From an optimization exercise on the open Yosys and OpenROAD flow, aimed at small area; shortcuts taken in it are not production practice.
Function was checked by simulation only, so behaviour that the tests miss may differ from the original.
Power figures rest on the tool's default switching activity, not on a simulated workload.

File: design/flow/config.mk
export PLATFORM = sky130hd
export DESIGN_NAME = Clock
export DESIGN_NICKNAME = Clock
export VERILOG_FILES = /design/flow/design.v
export SDC_FILE = /design/flow/constraint.sdc
export NUM_CORES = 4
export LEC_CHECK = 0
export CAP_MARGIN = 20
export CORE_MARGIN = 2
export CORE_UTILIZATION = 40
export SLEW_MARGIN = 20
File: design/flow/constraint.sdc
create_clock -name core_clock -period 10.0 [get_ports {i_clk}]
set_input_delay 2.0000 -clock core_clock [delete_from_list [all_inputs] [get_ports {i_clk}]]
set_output_delay 2.0000 -clock core_clock [all_outputs]
set_load 0.01 [all_outputs]
File: design/flow/design.v
module clk_div(
    input i_clk,
    input i_rst_n,
    output reg o_clk,
    output o_tick
);
reg [32:0] cnt;
parameter DIV_CNT = 32'd25;
assign o_tick = ((cnt + 'd1) == DIV_CNT) && !o_clk;
always @(posedge i_clk or negedge i_rst_n) begin
    if (!i_rst_n) begin
        cnt <= 32'd0;
        o_clk <= 1'b0;
    end else if((cnt + 'd1) == DIV_CNT) begin
        o_clk <= ~o_clk;
        cnt <= 32'd0;
    end else begin
        cnt <= cnt + 1'b1;
    end
end
endmodule
module seg_one(
    input i_clk,
    input i_rst_n,
    input i_tick,
    input [3:0] i_data,
    output [6:0] o_seg
);
reg[6:0] r_seg;
always @(posedge i_clk or negedge i_rst_n) begin
    if (!i_rst_n) begin
        r_seg <= 7'b1111111;
    end
    else if (i_tick) begin
        case(i_data)
            4'h0: r_seg <= 7'b1000000;  
            4'h1: r_seg <= 7'b1111001;  
            4'h2: r_seg <= 7'b0100100;  
            4'h3: r_seg <= 7'b0110000;  
            4'h4: r_seg <= 7'b0011001;  
            4'h5: r_seg <= 7'b0010010;  
            4'h6: r_seg <= 7'b0000010;  
            4'h7: r_seg <= 7'b1111000;  
            4'h8: r_seg <= 7'b0000000;  
            4'h9: r_seg <= 7'b0010000;  
            4'hf: r_seg <= 7'b1111111;  
            default: r_seg <= 7'b1111111; 
        endcase
    end
end
assign o_seg = r_seg;
endmodule
module seg_num(
    input i_clk,
    input i_rst_n,
    input i_tick,
    input i_en,
    output reg[7:0] o_xx,
    output reg[7:0] o_ss,
    output reg[7:0] o_mm,
    output reg[7:0] o_hh
);
parameter CNT_100 = 8'd100 - 'd1;
parameter CNT_60 = 8'd60 - 'd1;
reg[7:0] r_xcnt;
reg[7:0] r_scnt;
reg[7:0] r_mcnt;
reg[7:0] r_hcnt;
always @(posedge i_clk or negedge i_rst_n)begin
    if(!i_rst_n)begin
        r_xcnt <= 0;
    end
    else if(i_tick && i_en)begin
        r_xcnt <= (r_xcnt >= CNT_100) ? r_xcnt <= 'd0 : r_xcnt + 'd1;
    end
    else begin
        r_xcnt <= r_xcnt;
    end
end
always @(posedge i_clk or negedge i_rst_n)begin
    if(!i_rst_n)begin
        r_scnt <= 0;
    end
    else if(i_tick && i_en)begin
        r_scnt <= (r_scnt >= CNT_60 && r_xcnt == CNT_100) ? 
                    'd0 : ((r_xcnt == CNT_100) ? r_scnt + 'd1 : r_scnt);
    end
    else begin
        r_scnt <= r_scnt;
    end
end
always @(posedge i_clk or negedge i_rst_n)begin
    if(!i_rst_n)begin
        r_mcnt <= 0;
    end
    else if(i_tick && i_en)begin
        r_mcnt <= (r_mcnt >= CNT_60 && r_xcnt == CNT_100 && r_scnt == CNT_60) ? 
                    'd0 : ((r_xcnt == CNT_100 && r_scnt == CNT_60) ? r_mcnt + 'd1 : r_mcnt);
    end
    else begin
        r_mcnt <= r_mcnt;
    end
end
always @(posedge i_clk or negedge i_rst_n)begin
    if(!i_rst_n)begin
        r_hcnt <= 0;
    end
    else if(i_tick && i_en)begin
        r_hcnt <= (r_hcnt >= CNT_100 && r_mcnt == CNT_60 && r_xcnt == CNT_100 && r_scnt == CNT_60) 
                    ? 'd0 : ((r_mcnt == CNT_60 && r_xcnt == CNT_100 && r_scnt == CNT_60) ? 
                                r_hcnt + 'd1 : r_hcnt);
    end
    else begin
        r_hcnt <= r_hcnt;
    end
end
always @(posedge i_clk or negedge i_rst_n)begin
    if(!i_rst_n)begin
        o_xx <= 'd0;
        o_ss <= 'd0;
        o_mm <= 'd0;
        o_hh <= 'd0;
    end
    else if(i_tick) begin
        o_xx[3:0] <= r_xcnt % 10;
        o_ss[3:0] <= r_scnt % 10;
        o_mm[3:0] <= r_mcnt % 10;
        o_hh[3:0] <= r_hcnt % 10;
        o_xx[7:4] <= r_xcnt / 10;
        o_ss[7:4] <= r_scnt / 10;
        o_mm[7:4] <= r_mcnt / 10;
        o_hh[7:4] <= r_hcnt / 10;
    end
end
endmodule
module seg_show(
    input i_clk,
    input i_rst_n,
    input i_tick,
    input[7:0] i_xx,
    input[7:0] i_ss,
    input[7:0] i_mm,
    input[7:0] i_hh,
    output reg [6:0] o_seg0,
    output reg [6:0] o_seg1,
    output reg [6:0] o_seg2,
    output reg [6:0] o_seg3,
    output reg [6:0] o_seg4,
    output reg [6:0] o_seg5
);
wire[13:0] r_xseg;
wire[13:0] r_sseg;
wire[13:0] r_mseg;
wire[13:0] r_hseg;
seg_one uut_xseg1(.i_clk(i_clk),.i_rst_n(i_rst_n),.i_tick(i_tick),.i_data(i_xx[3:0]),.o_seg(r_xseg[6:0]));
seg_one uut_sseg1(.i_clk(i_clk),.i_rst_n(i_rst_n),.i_tick(i_tick),.i_data(i_ss[3:0]),.o_seg(r_sseg[6:0]));
seg_one uut_mseg1(.i_clk(i_clk),.i_rst_n(i_rst_n),.i_tick(i_tick),.i_data(i_mm[3:0]),.o_seg(r_mseg[6:0]));
seg_one uut_hseg1(.i_clk(i_clk),.i_rst_n(i_rst_n),.i_tick(i_tick),.i_data(i_hh[3:0]),.o_seg(r_hseg[6:0]));
seg_one uut_xseg2(.i_clk(i_clk),.i_rst_n(i_rst_n),.i_tick(i_tick),.i_data(i_xx[7:4]),.o_seg(r_xseg[13:7]));
seg_one uut_sseg2(.i_clk(i_clk),.i_rst_n(i_rst_n),.i_tick(i_tick),.i_data(i_ss[7:4]),.o_seg(r_sseg[13:7]));
seg_one uut_mseg2(.i_clk(i_clk),.i_rst_n(i_rst_n),.i_tick(i_tick),.i_data(i_mm[7:4]),.o_seg(r_mseg[13:7]));
seg_one uut_hseg2(.i_clk(i_clk),.i_rst_n(i_rst_n),.i_tick(i_tick),.i_data(i_hh[7:4]),.o_seg(r_hseg[13:7]));
always @(posedge i_clk or negedge i_rst_n) begin
    if(!i_rst_n) begin
        o_seg0 <= 7'b111_1111;
        o_seg1 <= 7'b111_1111;
        o_seg2 <= 7'b111_1111;
        o_seg3 <= 7'b111_1111;
        o_seg4 <= 7'b111_1111;
        o_seg5 <= 7'b111_1111;
    end
    else if(i_tick && i_hh > 8'b00000000 && (!(i_hh == 8'hff)))begin
        o_seg0 <= r_sseg[6:0];
        o_seg1 <= r_sseg[13:7];
        o_seg2 <= r_mseg[6:0];
        o_seg3 <= r_mseg[13:7];
        o_seg4 <= r_hseg[6:0];
        o_seg5 <= r_hseg[13:7];
    end
    else if(i_tick) begin
        o_seg0 <= r_xseg[6:0];
        o_seg1 <= r_xseg[13:7];
        o_seg2 <= r_sseg[6:0];
        o_seg3 <= r_sseg[13:7];
        o_seg4 <= r_mseg[6:0];
        o_seg5 <= r_mseg[13:7];
    end
end
endmodule       
module Clock(
    input i_clk,
    input i_rst_n,
    input i_en,
    output[6:0] o_seg0,
    output[6:0] o_seg1,
    output[6:0] o_seg2,
    output[6:0] o_seg3,
    output[6:0] o_seg4,
    output[6:0] o_seg5
    );
localparam CLK_100HZ = 32'd10;
localparam CLK_1kHZ = 32'd1;
wire w_clk_100;
wire w_clk_1k;
wire w_tick_100;
wire w_tick_1k;
clk_div #(.DIV_CNT(CLK_100HZ))
    uut1(.i_clk(i_clk),.i_rst_n(i_rst_n),.o_clk(w_clk_100),.o_tick(w_tick_100));
clk_div #(.DIV_CNT(CLK_1kHZ))
    uut2(.i_clk(i_clk),.i_rst_n(i_rst_n),.o_clk(w_clk_1k),.o_tick(w_tick_1k));
wire[7:0] w_xx;
wire[7:0] w_ss;
wire[7:0] w_mm;
wire[7:0] w_hh;
seg_num uut3 (.i_clk(i_clk),.i_rst_n(i_rst_n),.i_tick(w_tick_100),.i_en(i_en),
            .o_xx(w_xx),.o_ss(w_ss),.o_mm(w_mm),.o_hh(w_hh));
seg_show uut7(.i_clk(i_clk),.i_rst_n(i_rst_n),.i_tick(w_tick_1k),
    .i_xx(w_xx),.i_ss(w_ss),.i_mm(w_mm),.i_hh(w_hh),
    .o_seg0(o_seg0),.o_seg1(o_seg1),.o_seg2(o_seg2),.o_seg3(o_seg3),.o_seg4(o_seg4),.o_seg5(o_seg5));
endmodule
File: design/flow/run.sh
#!/bin/bash
# synth_recipe.tcl (not shown) runs the flow's synth.tcl, then flattens the netlist and writes it again
# the make line also repeats each setting of config.mk as NAME=value (left out here)
make -C /OpenROAD-flow-scripts/flow DESIGN_CONFIG=/design/flow/config.mk WORK_HOME=/design/flow/orfs CLKGATE_MAP_FILE= SYNTH_SCRIPT=/design/flow/synth_recipe.tcl finish
==> results of run 1 <==
==> sequential cells by signal (all words and copies together) (netlist names), 8 cells and up <==
name and count:
uut1.cnt 33, uut3.r_mcnt 8, uut3.r_scnt 8, uut3.o_mm 8, uut3.o_ss 8, uut3.o_hh 8, uut3.r_xcnt 8, uut3.r_hcnt 8
uut2.cnt 33, uut3.o_xx 8
==> synthesized netlist by cell type (10+ instances only) <==
library cell  instances  area (µm²)
xor2_1               26       227.7
inv_1                70       262.8
mux2i_1              63       630.6
and3_1               18       112.6
nand2b_1             18       112.6
a21oi_1              84       420.4
a211o_1              10       87.58
o21ai_0             184       920.9
clkbuf_1             83       311.6
a31oi_1              28       175.2
nor4_1               12       75.07
buf_2                16       80.08
o22ai_1              24       150.1
nor3_1               26       130.1
xnor2_1              74       648.1
nor2_1              121       454.2
o31ai_1              31       232.7
or2_2                14       87.58
and2_1               17       106.4
nand2_1             223       837.1
nand3_1              49       245.2
nor2b_1              22       137.6
o21ai_1              11       55.05
dfrtp_1             132        3303
ha_1                 62       775.7
dfstp_2              98        2575
nand4_1              34       212.7
or3_1                13       81.33
==> where the power goes <==
part / switching (µW) / internal (µW) / leakage [µW] / total, µW
registers: 1.78 / 935 / 0.00278 / 937
clock network: 406 / 617 / 0.000460 / 1020
logic: 23.0 / 4.44 / 0.00346 / 27.4
==> logic make-up after synthesis <==
group | synth area share, %
fa+ha+maj | 5.679
buf+inv | 4.757
mux | 4.707
simple gates | 20.54
xor+xnor | 5.812
compound gates | 19.50
flops | 39.00
==> layer usage <==
| layer | routed length (µm) | vias to the layer above |
|---|---|---|
| li1 | - | 6159 |
| met1 | 16450 | 5770 |
| met2 | 15120 | 240 |
| met3 | 1333 | 34 |
| met4 | 465 | 0 |
| met5 | 0 | - |
==> layout make-up <==
type	count	area share, %
Clock buffer	38	4.848
Clock inverter	10	0.7343
Sequential cell	230	35.20
Multi-Input combinational cell	1334	50.85
Timing Repair Buffer	50	2.937
Tap cell	511	3.829
Inverter	71	1.596
==> critical path: cells and delay by family (launching register included) <==
kind | cells | cell delay [ps]
flip-flops | 1 | 480
XOR/XNOR | 1 | 240
AND/OR/NAND/NOR | 8 | 2990
AO/OA/AOI/OAI | 1 | 220
buffers and inverters | 1 | 480
==> worst paths after layout <==
check,startpoint,end
worst max-delay path,uut1.cnt[4]$_DFF_PN0_,uut3.r_hcnt[4]$_DFFE_PN0P_
worst min-delay path,uut7.uut_sseg1.r_seg[3]$_DFFE_PN1P_,uut7.uut_sseg1.r_seg[3]$_DFFE_PN1P_
max in group asynchronous,i_rst_n,uut1.cnt[19]$_DFF_PN0_
min in group asynchronous,i_rst_n,uut2.cnt[29]$_DFF_PN0_
worst min register to register,uut7.uut_sseg1.r_seg[3]$_DFFE_PN1P_,uut7.uut_sseg1.r_seg[3]$_DFFE_PN1P_
worst max register to register,uut1.cnt[4]$_DFF_PN0_,uut3.r_hcnt[4]$_DFFE_PN0P_
==> per-stage QoR <==
| step | setup WS [ps] | instance area (µm²) | power, µW | hold WS, ps | utilization [%] |
|---|---|---|---|---|---|
| final | 5491 | 16700 | 1987 | 471.6 | 44.65 |
| after global routing | 5024 | 16700 | 2063 | 483.6 | 44.65 |
| after CTS | 5475 | 16700 | 2025 | 475.0 | 44.65 |
| after detailed placement | 5500 | 15770 | 981.5 | 464.3 | 42.16 |
| after global placement | 5565 | 15770 | 981.1 | 451.7 | 42.16 |
| after floorplan | 6021 | 15070 | 958.2 | 441.8 | - |
==> results_dict.tcl, run 1 <==
set metrics [dict create \
    min_path_type "reg2reg" \
    grt_use_total_pct 17.25 \
    cts_max_level 1 \
    path_class "reg2reg" \
    synth_cell_type_count 90 \
    ir_drop_mv 0.1204 \
    leakage_uw 0.006705 \
    critPathMaxFanout 52 \
    grt_antenna_before_repair 0 \
    met1_usage_pct 24.30 \
    seqCellArea_mm2 0.005878 \
    clock_skew_ps 11.08 \
    cp_cell_sequence "nand3_1, nor4_1, nand4_1, xnor2_1, nor4b_2, and4_2, buf_4, nand3_4, or3_1, nand2b_1, o31ai_1" \
    stdcell_count 2244 \
    setup_viol 0 \
    start_util_pct 40.30 \
    critical_path_required_ps 10460 \
    die_area_mm2 0.03925 \
    drt_pass1_iterations 5 \
    drv_cap 0 \
    cts_buffer_depth 3 \
    cp-end-kind "flop" \
    drive_above_1_share_pct 11.54 \
    via_per_inst 5.438 \
    rsz0062_at_grt "no" \
    grt_max_degree 119 \
    status "timing/DRC/antenna clean" \
    rrSetupSlack_ps 5490 \
    die_height_um 198.1 \
    clkTransAtPathRegs_ps 60 \
    grt_use_met2_pct 28.15 \
    io_pins 45 \
    hold_viol 0 \
    final_cell_mix "nand2_1 (223), o21ai_0 (184), dfrtp_1 (132)" \
    slowest_stage "nor4_1" \
    grt_pass1_vias 11470 \
    clkSinkCount 230 \
    top_usage_layer "met2" \
    ctsResizeCount 0 \
    grt_overflow 0 \
    drt-initial-drc-count 822 \
    ys_warn_count 5 \
    synth_edf_count 0 \
    min_period_ps 4509 \
    clk_latency_ps 560 \
    layout_commonest_cell "nand2_1" \
    synth-seq-cells 230 \
    nets 1779 \
    placed_cells 2196 \
    areaGrowthSynthToFinish_pct 10.80 \
    p_per_area_mw_per_mm2 119.0 \
    dpl.hpwl_mm 23.14 \
    cts_tree "built" \
    core_area_mm2 0.03740 \
    ys_seq_area_share_pct 39.00 \
    startpoint_type "flop" \
    synth_async_sr_flop_share_pct 100.0 \
    drc 0 \
    gp_congestion 0.8403 \
    crit_path_max_incr_delay_ps 890 \
    fin_setup_tns_ps 0 \
    drt_wl_total_mm 33.37 \
    post_drt_wl_per_cell_um 14.87 \
    slew_headroom_pct 28.78 \
    tightest_slew_ps 1057 \
    final_max_slew_viol_count 0 \
    fill_cells 3585 \
    synth_area_mm2 0.01507 \
    die_x_um 198.1 \
    diodes 0 \
    final_antenna_net_count 0 \
    r2r_cells 11 \
    multi_input_area_mm2 0.008492 \
    cts_hold_buf 0 \
    avgSynthCellArea_um2 8.637 \
    finalCritPeriodShare_pct 45.09 \
    cts_made_buffers 27 \
    placement.io_buffers 44 \
    synthCells 1745 \
    ys.flop_type "dfrtp_1" \
    postCtsSetupRepairBufs 0 \
    max_clock_freq_mhz 221.8 \
    synthesis.nets 1810 \
    critPathArrivalTime_ps 4960 \
    grtUsageMet3_pct 2.402 \
    whs_path_depth 2 \
    grt_pass1_wl_mm 57.21 \
    cts_root_buf "clkbuf_16" \
    vias 12200 \
    num_rows 71 \
]
==> run 2, diff against run 1 <==
==> design/flow/design.v (replaced) <==
module Clock(
    input i_clk,
    input i_rst_n,
    input i_en,
    output [6:0] o_seg0,
    output [6:0] o_seg1,
    output [6:0] o_seg2,
    output [6:0] o_seg3,
    output [6:0] o_seg4,
    output [6:0] o_seg5
    );
reg [4:0] s;
reg a, d;
reg [3:0] xu, xt, su, mu, hu, ht;
reg [2:0] st, mt;
wire p9   = (s == 5'd9);
wire p12  = (s == 5'd12);
wire p1112 = (s == 5'd11) | p12;
wire blank = (s < 5'd3);
wire cx = (xu == 4'd9);
wire cxt = cx & (xt == 4'd9);
wire cs = cxt & (su == 4'd9);
wire cst = cs & (st == 3'd5);
wire cm = cst & (mu == 4'd9);
wire cmt = cm & (mt == 3'd5);
wire ch = cmt & (hu == 4'd9);
always @(posedge i_clk or negedge i_rst_n) begin
    if (!i_rst_n)
        s <= 5'd0;
    else if (s == 5'd22)
        s <= 5'd3;
    else
        s <= s + 5'd1;
end
always @(posedge i_clk) begin
    if (p9)
        a <= i_en;
end
always @(posedge i_clk or negedge i_rst_n) begin
    if (!i_rst_n)
        d <= 1'b0;
    else if (p12)
        d <= a;
end
always @(posedge i_clk or negedge i_rst_n) begin
    if (!i_rst_n) begin
        xu <= 0; xt <= 0; su <= 0; st <= 0; mu <= 0; mt <= 0; hu <= 0; ht <= 0;
    end else if (p12 & d) begin
        xu <= cx ? 4'd0 : xu + 4'd1;
        if (cx) xt <= (xt == 4'd9) ? 4'd0 : xt + 4'd1;
        if (cxt) su <= (su == 4'd9) ? 4'd0 : su + 4'd1;
        if (cs) st <= (st == 3'd5) ? 3'd0 : st + 3'd1;
        if (cst) mu <= (mu == 4'd9) ? 4'd0 : mu + 4'd1;
        if (cm) mt <= (mt == 3'd5) ? 3'd0 : mt + 3'd1;
        if (cmt) hu <= (hu == 4'd9) ? 4'd0 : hu + 4'd1;
        if (ch) ht <= (ht == 4'd9) ? 4'd0 : ht + 4'd1;
    end
end
wire hnz = (hu != 4'd0) | (ht != 4'd0);
wire h99 = (hu == 4'd9) & (ht == 4'd9);
wire hm = hnz ^ (p1112 & d & cmt & (h99 | ~hnz));
function [6:0] seg;
    input [3:0] v;
    case (v)
        4'h0: seg = 7'b1000000;
        4'h1: seg = 7'b1111001;
        4'h2: seg = 7'b0100100;
        4'h3: seg = 7'b0110000;
        4'h4: seg = 7'b0011001;
        4'h5: seg = 7'b0010010;
        4'h6: seg = 7'b0000010;
        4'h7: seg = 7'b1111000;
        4'h8: seg = 7'b0000000;
        4'h9: seg = 7'b0010000;
        default: seg = 7'b1111111;
    endcase
endfunction
wire [3:0] g0 = blank ? 4'hf : hm ? su : xu;
wire [3:0] g1 = blank ? 4'hf : hm ? {1'b0, st} : xt;
wire [3:0] g2 = blank ? 4'hf : hm ? mu : su;
wire [3:0] g3 = blank ? 4'hf : hm ? {1'b0, mt} : {1'b0, st};
wire [3:0] g4 = blank ? 4'hf : hm ? hu : mu;
wire [3:0] g5 = blank ? 4'hf : hm ? ht : {1'b0, mt};
assign o_seg0 = seg(g0);
assign o_seg1 = seg(g1);
assign o_seg2 = seg(g2);
assign o_seg3 = seg(g3);
assign o_seg4 = seg(g4);
assign o_seg5 = seg(g5);
endmodule
--- a/design/flow/config.mk
+++ b/design/flow/config.mk
@@ -6,4 +6,5 @@
 export NUM_CORES = 4
 export LEC_CHECK = 0
+export ABC_AREA = 1
 export CAP_MARGIN = 20
 export CORE_MARGIN = 2
==> run 2 against run 1 <==
Die area fell by 77%; worst hold slack improved by 37 ps; non-clock buffer count fell by 3; still clean on timing, DRC and antenna; via count fell by 75%; register-to-register slack improved by 2100 ps; first-iteration DRC count fell by 85%; wire length fell by 79%; maximum frequency fell by 21%; highest routed layer unchanged.
==> results_dict.tcl, run 2 <==
set metrics [dict create \
    final_max_slew_viol_count 0 \
    drt_pass1_iterations 5 \
    placement.io_buffers 44 \
    start_util_pct 41.70 \
    seqPwrFrac_pct 58.7 \
    power_frac_comb_pct 1.5 \
    post_drt_wl_per_cell_um 11.24 \
    largest_register_ffs 5 \
    path_class "reg2out" \
    p_int_uw 199.1 \
    cts_buffer_depth 2 \
    vias 3022 \
    critical_path_required_ps 8000 \
    dpl_cell_area_mm2 0.003779 \
    clk_latency_ps 290 \
    status "timing/DRC/antenna clean" \
    p_per_area_mw_per_mm2 66.10 \
    post-synth-top-count-cell "nand2_1" \
    clockPowerShare_pct 39.8 \
    cts_root_buf "clkbuf_8" \
    stdcell_area_mm2 0.003865 \
    clkSinkCount 37 \
    final_antenna_net_count 0 \
    nets 560 \
    drt-initial-drc-count 127 \
    postCtsSetupRepairBufs 0 \
    clkTransAtPathRegs_ps 70 \
    clock_skew_ps 7.329 \
    drt_wl_total_mm 7.117 \
    via_per_inst 4.774 \
    leakage_uw 0.002122 \
    areaGrowthSynthToFinish_pct 19.31 \
    ctsResizeCount 0 \
    ys_top_cells_by_area "dfrtp_1 (28%), nand2_1 (16%), ha_1 (10%)" \
    switching_share_pct 22.07 \
    p_sw_uw 56.38 \
    grt_use_total_pct 17.15 \
    die_x_um 93.99 \
    top_register "s" \
    num_rows 32 \
    critPathMaxFanout 7 \
    drv_cap 0 \
    hold_viol 0 \
    fin_setup_tns_ps 0 \
    grt_pass1_wl_mm 12.40 \
    die_area_mm2 0.008834 \
    ys.flop_type "dfrtp_1" \
    min_path_type "reg2reg" \
    synth_common_cells "nand2_1 (138), inv_1 (69), nor2_1 (48), nand3_1 (39), dfrtp_1 (36)" \
    synth_area_leader_cell "dfrtp_1" \
    cts_tree "built" \
    min_period_ps 5714 \
    layout_commonest_cell "nand2_1" \
    slew_headroom_pct 60.94 \
    finalCritPeriodShare_pct 57.14 \
    gp_congestion 0.8510 \
    synth_cell_type_count 37 \
    setup_viol 0 \
    ir_drop_mv 0.06496 \
    synthCells 481 \
    cts_max_level 2 \
    ys_warn_count 1 \
    synth-seq-cells 37 \
    cts_hold_buf 0 \
    synthesis.nets 511 \
    dpl.hpwl_mm 5.673 \
    diodes 0 \
    grt_overflow 0 \
    grt_pass1_vias 2789 \
    fill_cells 800 \
    tightest_slew_ps 580.5 \
    rsz0062_at_grt "no" \
    synth_top_area_share_pct 27.81 \
    startpoint_type "flop" \
    final_cell_mix "nand2_1 (138), inv_1 (69), nor2_1 (48)" \
    cts_made_buffers 5 \
    drive_above_1_share_pct 9.228 \
    critPathArrivalTime_ps 3710 \
    grt_antenna_before_repair 0 \
    drc 0 \
    core_area_mm2 0.007767 \
    synth_async_sr_flop_share_pct 97.30 \
    synth_area_mm2 0.003239 \
    io_pins 45 \
    cp-end-kind "output port" \
    max_clock_freq_mhz 175.0 \
    grt_max_degree 37 \
    avgSynthCellArea_um2 6.735 \
    ys_seq_area_share_pct 28.74 \
    synth_edf_count 1 \
    die_height_um 93.99 \
]
-- run 2: cell types whose count changed in the layout (fill, tap and decap cells not counted), moves of 61 or more --
cell,before,now
a21oi_1,84,23
xnor2_1,74,0
mux2i_1,63,0
dfrtp_1,132,36
o21ai_0,184,14
nor2_1,121,48
dfstp_2,98,0
nand2_1,223,138
-- run 2: logic make-up after synthesis --
| logic type | Yosys count | synth area share (%) |
|---|---|---|
| XOR/XNOR | 10 | 2.704 |
| AND/OR/NAND/NOR | 257 | 34.69 |
| AO/OA/AOI/OAI | 68 | 12.94 |
| buffers and inverters | 82 | 10.51 |
| flip-flops | 37 | 28.74 |
| adder cells (fa/ha/maj) | 27 | 10.43 |
-- run 2: layer usage --
layer	global-route usage (%)	vias to the layer above	routed length (µm)
li1	-	1623	-
met1	24.03	1352	3586
met2	29.05	42	3290
met3	2.408	5	209
met4	1.932	0	30
met5	0	-	0
-- run 2: path summary, 6_finish.rpt --
kind / cells past startpoint / slack (ps) / endpoint / startpoint
setup / recovery: 17 / 4290 / o_seg4[1] / s[0]$_DFF_PN0_
hold / removal: 2 / 510 / d$_DFFE_PN0N_ / a$_DFFE_PN_
setup reg to reg: 13 / 7560 / ht[2]$_DFFE_PN0P_ / s[0]$_DFF_PN0_
hold reg to reg: 2 / 510 / d$_DFFE_PN0N_ / a$_DFFE_PN_
max in group asynchronous: 2 / 7540 / xt[1]$_DFFE_PN0P_ / i_rst_n
min in group asynchronous: 2 / 2130 / mt[0]$_DFFE_PN0P_ / i_rst_n
-- run 2: metrics by stage --
| step | total power (µW) | worst slack (ps) | hold WS (ps) | utilization [%] | instances |
|---|---|---|---|---|---|
| floorplan | 153.1 | 5460 | 475.4 | - | 481 |
| global placement | 157.2 | 4686 | 500.8 | 48.65 | 625 |
| detailed placement | 157.1 | 4601 | 502.5 | 48.65 | 625 |
| CTS | 258.7 | 4278 | 518.4 | 49.76 | 633 |
| global route | 266.3 | 3865 | 544.9 | 49.76 | 633 |
| finish | 255.5 | 4286 | 508.4 | 49.76 | 633 |
-- run 2: worst max-delay path, cell delays in order (launching register included) --
cell and delay, ps:
dfrtp_1 440, inv_1 110, ha_1 150, nand2_1 50
inv_1 100, nand3_2 140, nand2_1 140, nand3_1 110
nand2_2 130, nand2_1 80, inv_1 210, o21ai_0 220
nor2_1 280, inv_1 110, ha_1 270, or2_2 300
nand2_1 70, clkdlybuf4s50_1 530
-- run 2: final cells by class --
class / instances / area (µm²) / share of cell area, %
clock buffers: 5 / 68.82 / 1.781
clock inverters: 3 / 17.52 / 0.4532
inverters: 77 / 289.0 / 7.478
multi-input cells: 362 / 1968 / 50.92
flip-flops and latches: 37 / 930.9 / 24.09
well taps: 102 / 127.6 / 3.302
repair buffers: 47 / 462.9 / 11.98
-- run 2: power groups by stage --
stage          logic [µW]  clock network, µW  registers, µW
2_1_floorplan     0.00143                  0            153
3_3_place_gp         4.13                  0            153
3_5_place_dp         4.11                  0            153
4_1_cts              4.11                105            150
5_1_grt              4.58                112            150
6_report             3.80                102            150
==> run 3, diff against run 2 <==
==> design/flow/flow/run.sh (new file) <==
#!/bin/bash
# Own layout flow: the standard synthesis, then the combinational logic re-mapped for area
# with ABC (flip-flops kept as the standard synthesis made them, checked equivalent with Yosys),
# then the standard layout from floorplan on, with minimum-size port buffers and a clock
# tree without dummy loads.
set -uo pipefail
cd "$(dirname "$0")/.."
W=$PWD
F=$W/flow
R=$W/orfs/results/$FLOW_PLATFORM/Clock/base
LIB=$FLOW_HOME/platforms/sky130hd/lib/sky130_fd_sc_hd__tt_025C_1v80.lib
mkdir -p $W/resyn

bash standard.sh $R/1_2_yosys.v > $W/std_synth.log 2>&1 || exit 1
cp $R/1_2_yosys.v $W/resyn/std.v

best=$W/resyn/std.v
best_area=$(yosys -p "read_liberty -lib $LIB; read_verilog $W/resyn/std.v; hierarchy -top Clock; tee -o $W/resyn/std.stat stat -liberty $LIB" > $W/resyn/std.log 2>&1; awk '/Chip area/{print $NF}' $W/resyn/std.stat)
echo "standard synthesis: $best_area" > $W/resyn/summary.txt
for s in $F/s*.abc; do
  n=$(basename $s .abc)
  out=$W/resyn/$n.v
  bash $F/resyn.sh $W/resyn/std.v $out $s $LIB || { echo "$n: resyn failed" >> $W/resyn/summary.txt; continue; }
  a=$(awk '/Chip area/{print $NF}' $W/resyn/$n.stat)
  if grep -qE '^ *assign .*(>>|&|\||\^|~|\?)' $out; then echo "$n: $a not mapped" >> $W/resyn/summary.txt; continue; fi
  if bash $F/eqv.sh $W/resyn/std.v $out $LIB > $W/resyn/$n.eqv.log 2>&1; then
    echo "$n: $a equivalent" >> $W/resyn/summary.txt
    if awk "BEGIN{exit !($a < $best_area)}"; then best=$out; best_area=$a; fi
  else
    echo "$n: $a NOT equivalent" >> $W/resyn/summary.txt
  fi
done
echo "chosen: $best ($best_area)" >> $W/resyn/summary.txt
if [ "$best" != "$W/resyn/std.v" ]; then
  cp $best $R/1_2_yosys.v
  touch $R/1_2_yosys.v
fi

bash standard.sh finish \
  "BUFFER_PORTS_ARGS=-buffer_cell sky130_fd_sc_hd__buf_1" \
  "CTS_ARGS=-sink_clustering_enable -repair_clock_nets -dont_use_dummy_load" \
  > $W/std_layout.log 2>&1 || exit 1
test -f $W/out/final.def
==> design/flow/flow/eqv.sh (new file) <==
#!/bin/bash
# eqv.sh GOLD.v GATE.v LIB : prove two mapped netlists with the same flip-flops equivalent
yosys -p "
read_liberty -ignore_miss_func $3
read_verilog $1
rename Clock gold
read_verilog $2
rename Clock gate
flatten
rename -hide gold/w:_* gate/w:_* gold/w:*.* gate/w:*.*
hierarchy -check
equiv_make gold gate eq
hierarchy -top eq
async2sync
equiv_simple -seq 2
equiv_induct
equiv_status -assert
"
==> design/flow/flow/resyn.sh (new file) <==
#!/bin/bash
# resyn.sh IN.v OUT.v ABCSCRIPT : re-map the combinational logic of a mapped netlist with ABC,
# keeping every flip-flop instance (name, cell type, connections) as it is.
IN=$1; OUT=$2; SCR=$3
LIB=$4
DU="-dont_use sky130_fd_sc_hd__probe* -dont_use sky130_fd_sc_hd__lpflow_* -dont_use sky130_fd_sc_hd__ha_* -dont_use sky130_fd_sc_hd__fa_*"
yosys -l ${OUT%.v}.log -p "
read_liberty -ignore_miss_func $LIB
blackbox =sky130_fd_sc_hd__df* =sky130_fd_sc_hd__edf* =sky130_fd_sc_hd__sdf* =sky130_fd_sc_hd__dl* =sky130_fd_sc_hd__sedf*
read_verilog $IN
hierarchy -top Clock
flatten
rename -hide w:*.*
opt_clean -purge
abc -liberty $LIB $DU -script $SCR
opt_clean -purge
hilomap -singleton -hicell sky130_fd_sc_hd__conb_1 HI -locell sky130_fd_sc_hd__conb_1 LO
insbuf -buf sky130_fd_sc_hd__buf_4 A X
splitnets
opt_clean -purge
hierarchy -top Clock
tee -o ${OUT%.v}.stat stat -liberty $LIB
write_verilog -noattr -nohex -nodec $OUT
" > /dev/null 2>&1
==> design/flow/flow/s1.abc (new file) <==
strash
&get -n
&deepsyn -T 30
&put
dch -f
map -a
mfs2
strash
dch -f
amap
topo
==> design/flow/flow/s2.abc (new file) <==
strash
&get -n
&deepsyn -T 30
&put
dch -f
amap
topo
==> design/flow/flow/s3.abc (new file) <==
strash
dc2
dch -f
map -a
mfs2
strash
dch -f
map -a
topo
==> design/flow/flow/s4.abc (new file) <==
strash
dch -f
amap
topo
==> design/flow/standard.sh (new file) <==
#!/bin/bash
# synth_recipe.tcl (not shown) runs the flow's synth.tcl, then flattens the netlist and writes it again
# the make line also repeats each setting of config.mk as NAME=value (left out here)
make -C /OpenROAD-flow-scripts/flow DESIGN_CONFIG=/design/flow/config.mk WORK_HOME=/design/flow/orfs CLKGATE_MAP_FILE= SYNTH_SCRIPT=/design/flow/synth_recipe.tcl "${@:-finish}"
removed: design/flow/run.sh
==> run 3 against run 2 <==
Synthesized cell count fell by 34%; clock skew rose by 14 ps; die area fell by 28%; synthesized area fell by 29%; power fell by 3.2%; critical path depth rose by 2; final cell count fell by 30%; first-iteration DRC count fell by 25%; sequential share of layout area rose by 11 points; wire length fell by 22%; setup slack got worse by 930 ps; sequential power barely moved.
==> results_dict.tcl, run 3 <==
set metrics [dict create \
    crit_family "compound AO/OA/AOI/OAI gates" \
    drt_pass1_iterations 4 \
    top_register "s" \
    ys_warn_count 1 \
    die_height_um 79.64 \
    ir_drop_mv 0.05934 \
    cts_made_buffers 5 \
    cts_root_buf "clkbuf_8" \
    gp_congestion 0.8545 \
    grt_use_total_pct 19.07 \
    p_int_uw 195.3 \
    layout_commonest_cell "nor2_1" \
    num_rows 27 \
    grt_antenna_before_repair 0 \
    dpl.hpwl_mm 4.360 \
    path_class "reg2out" \
    grt_pass1_vias 2053 \
    final_antenna_net_count 0 \
    die_x_um 79.64 \
    dpl_cell_area_mm2 0.002560 \
    synthCells 319 \
    clockPowerShare_pct 38.0 \
    drive_above_1_share_pct 2.162 \
    critical_path_required_ps 8000 \
    tightest_slew_ps 917.9 \
    final_max_slew_viol_count 0 \
    nets 375 \
    grt_max_degree 37 \
    core_area_mm2 0.005507 \
    finalCritPeriodShare_pct 66.39 \
    cts_hold_buf 0 \
    final_cell_mix "nor2_1 (65), clkinv_1 (50), buf_1 (43)" \
    clk_latency_ps 300 \
    avgSynthCellArea_um2 7.174 \
    leakage_uw 0.001086 \
    finalPower_uw 247.3 \
    die_area_mm2 0.006343 \
    setup_viol 0 \
    grt_pass1_wl_mm 9.591 \
    cp-end-kind "output port" \
    min_period_ps 6639 \
    clkTransAtPathRegs_ps 60 \
    fin_setup_tns_ps 0 \
    drt_wl_total_mm 5.584 \
    slowest_stage "or4_1" \
    via_per_inst 5.192 \
    drt-initial-drc-count 95 \
    post_drt_wl_per_cell_um 12.63 \
    postCtsSetupRepairBufs 0 \
    ctsResizeCount 0 \
    critPathBufInv 5 \
    seqPwrFrac_pct 60.7 \
    grt_overflow 0 \
    placement.io_buffers 44 \
    vias 2295 \
    post-route-util_pct 47.74 \
    start_util_pct 41.56 \
    max_clock_freq_mhz 150.6 \
    cts_tree "built" \
    diodes 0 \
    largest_register_ffs 5 \
    cp_cell_sequence "clkinv_1, o21ai_0, nand2_1, or4_1, nor3_1, nor4_1, a31oi_1, clkinv_1, a21oi_1, clkinv_1, nor3_1, clkinv_1, o21ai_0, o21ai_0, o21a_1, o21ai_0, a21oi_1, nor2_1, buf_1" \
    io_pins 45 \
    hold_viol 0 \
    clkSinkCount 37 \
    slew_headroom_pct 38.80 \
    rsz0062_at_grt "no" \
    synth_area_mm2 0.002288 \
    p_sw_uw 51.95 \
    critPathMaxFanout 14 \
    areaGrowthSynthToFinish_pct 14.87 \
    switching_share_pct 21.01 \
    startpoint_type "flop" \
    drc 0 \
    p_per_area_mw_per_mm2 94.07 \
    crit_path_max_incr_delay_ps 420 \
    min_path_type "reg2reg" \
    drv_cap 0 \
    status "timing/DRC/antenna clean" \
    cts_buffer_depth 2 \
    stdcell_area_mm2 0.002629 \
    synthesis.nets 322 \
    critPathArrivalTime_ps 4640 \
    clock_skew_ps 21.18 \
    cts_max_level 2 \
    power_frac_comb_pct 1.2 \
]
==> run 3: cell type report <==
| type | instances | area, µm² |
|---|---|---|
| multi-input combinational | 232 | 1170 |
| sequential | 37 | 930.9 |
| clock buffer | 5 | 68.82 |
| fill | 567 | 2878 |
| inverter | 50 | 187.7 |
| tap | 72 | 90.09 |
| timing repair buffer | 46 | 181.4 |
==> run 3: layer usage <==
layer	up-vias	GRT usage [%]	part of all wire (%)
met4	0	6.897	2.0
met1	1012	28.22	53
met5	-	0	0
met2	67	27.90	39
met3	8	3.167	5.6
li1	1208	-	-
==> run 3: metrics by stage <==
stage	worst slack (ps)	cells	hold WS, ps
after floorplan	3383	319	448.5
after global placement	3889	437	475.7
after detailed placement	3704	437	478.0
after CTS	3364	442	485.2
after global routing	2788	442	507.4
final	3361	442	483.0
==> run 3: power by group through the flow <==
stage / sequential [µW] / combinational [µW] / clock [µW]
after detailed placement: 153 / 3.40 / 0
after global placement: 153 / 3.36 / 0
after floorplan: 153 / 0.000485 / 0
after global routing: 150 / 3.76 / 104
final: 150 / 3.05 / 94.0
after CTS: 150 / 3.40 / 97.2
==> run 3: worst paths after layout <==
kind                                   start           endpoint  slack [ps]  depth (start not counted)
setup reg to reg              s[4]$_DFF_PN0_  ht[3]$_DFFE_PN0P_        5870                         22
hold reg to reg            hu[3]$_DFFE_PN0P_  hu[3]$_DFFE_PN0P_         480                          1
min in group asynchronous            i_rst_n  su[0]$_DFFE_PN0P_        1830                          1
setup / recovery              s[0]$_DFF_PN0_          o_seg4[1]        3360                         19
max in group asynchronous            i_rst_n  hu[2]$_DFFE_PN0P_        7580                          1
hold / removal             hu[3]$_DFFE_PN0P_  hu[3]$_DFFE_PN0P_         480                          1
==> run 3: worst reg2reg max path, delay by kind of cell (launching register included) <==
family / cells / cell delay, ps
simple gates: 17 / 3040
compound gates: 3 / 420
flops: 1 / 400
buf+inv: 2 / 150

port drivers added, routing unchanged:
In the flow no input, the clock included, has a driving cell. The finished layouts below were timed again as built, in two steps.
Step 1 assumes that a clkbuf_16 drives the clock port and a buf_2 every other input.
Step 2 times the ports against the registers' clock, not the clock port: input delays grow and output delays shrink by t, the midpoint of the rising clock arrivals with the driver on.
Three values: ideal, step 1, step 2; two values: the first two.
run	t, ns	setup slack, ns	worst slew at a driven data input, ns
run 1	0.607	5.491 / 5.491 / 5.491	0.05
run 2	0.306	4.286 / 4.262 / 4.569	0.03
run 3	0.315	3.361 / 3.332 / 3.647	0.03
After both steps setup and hold are still met in every run listed.
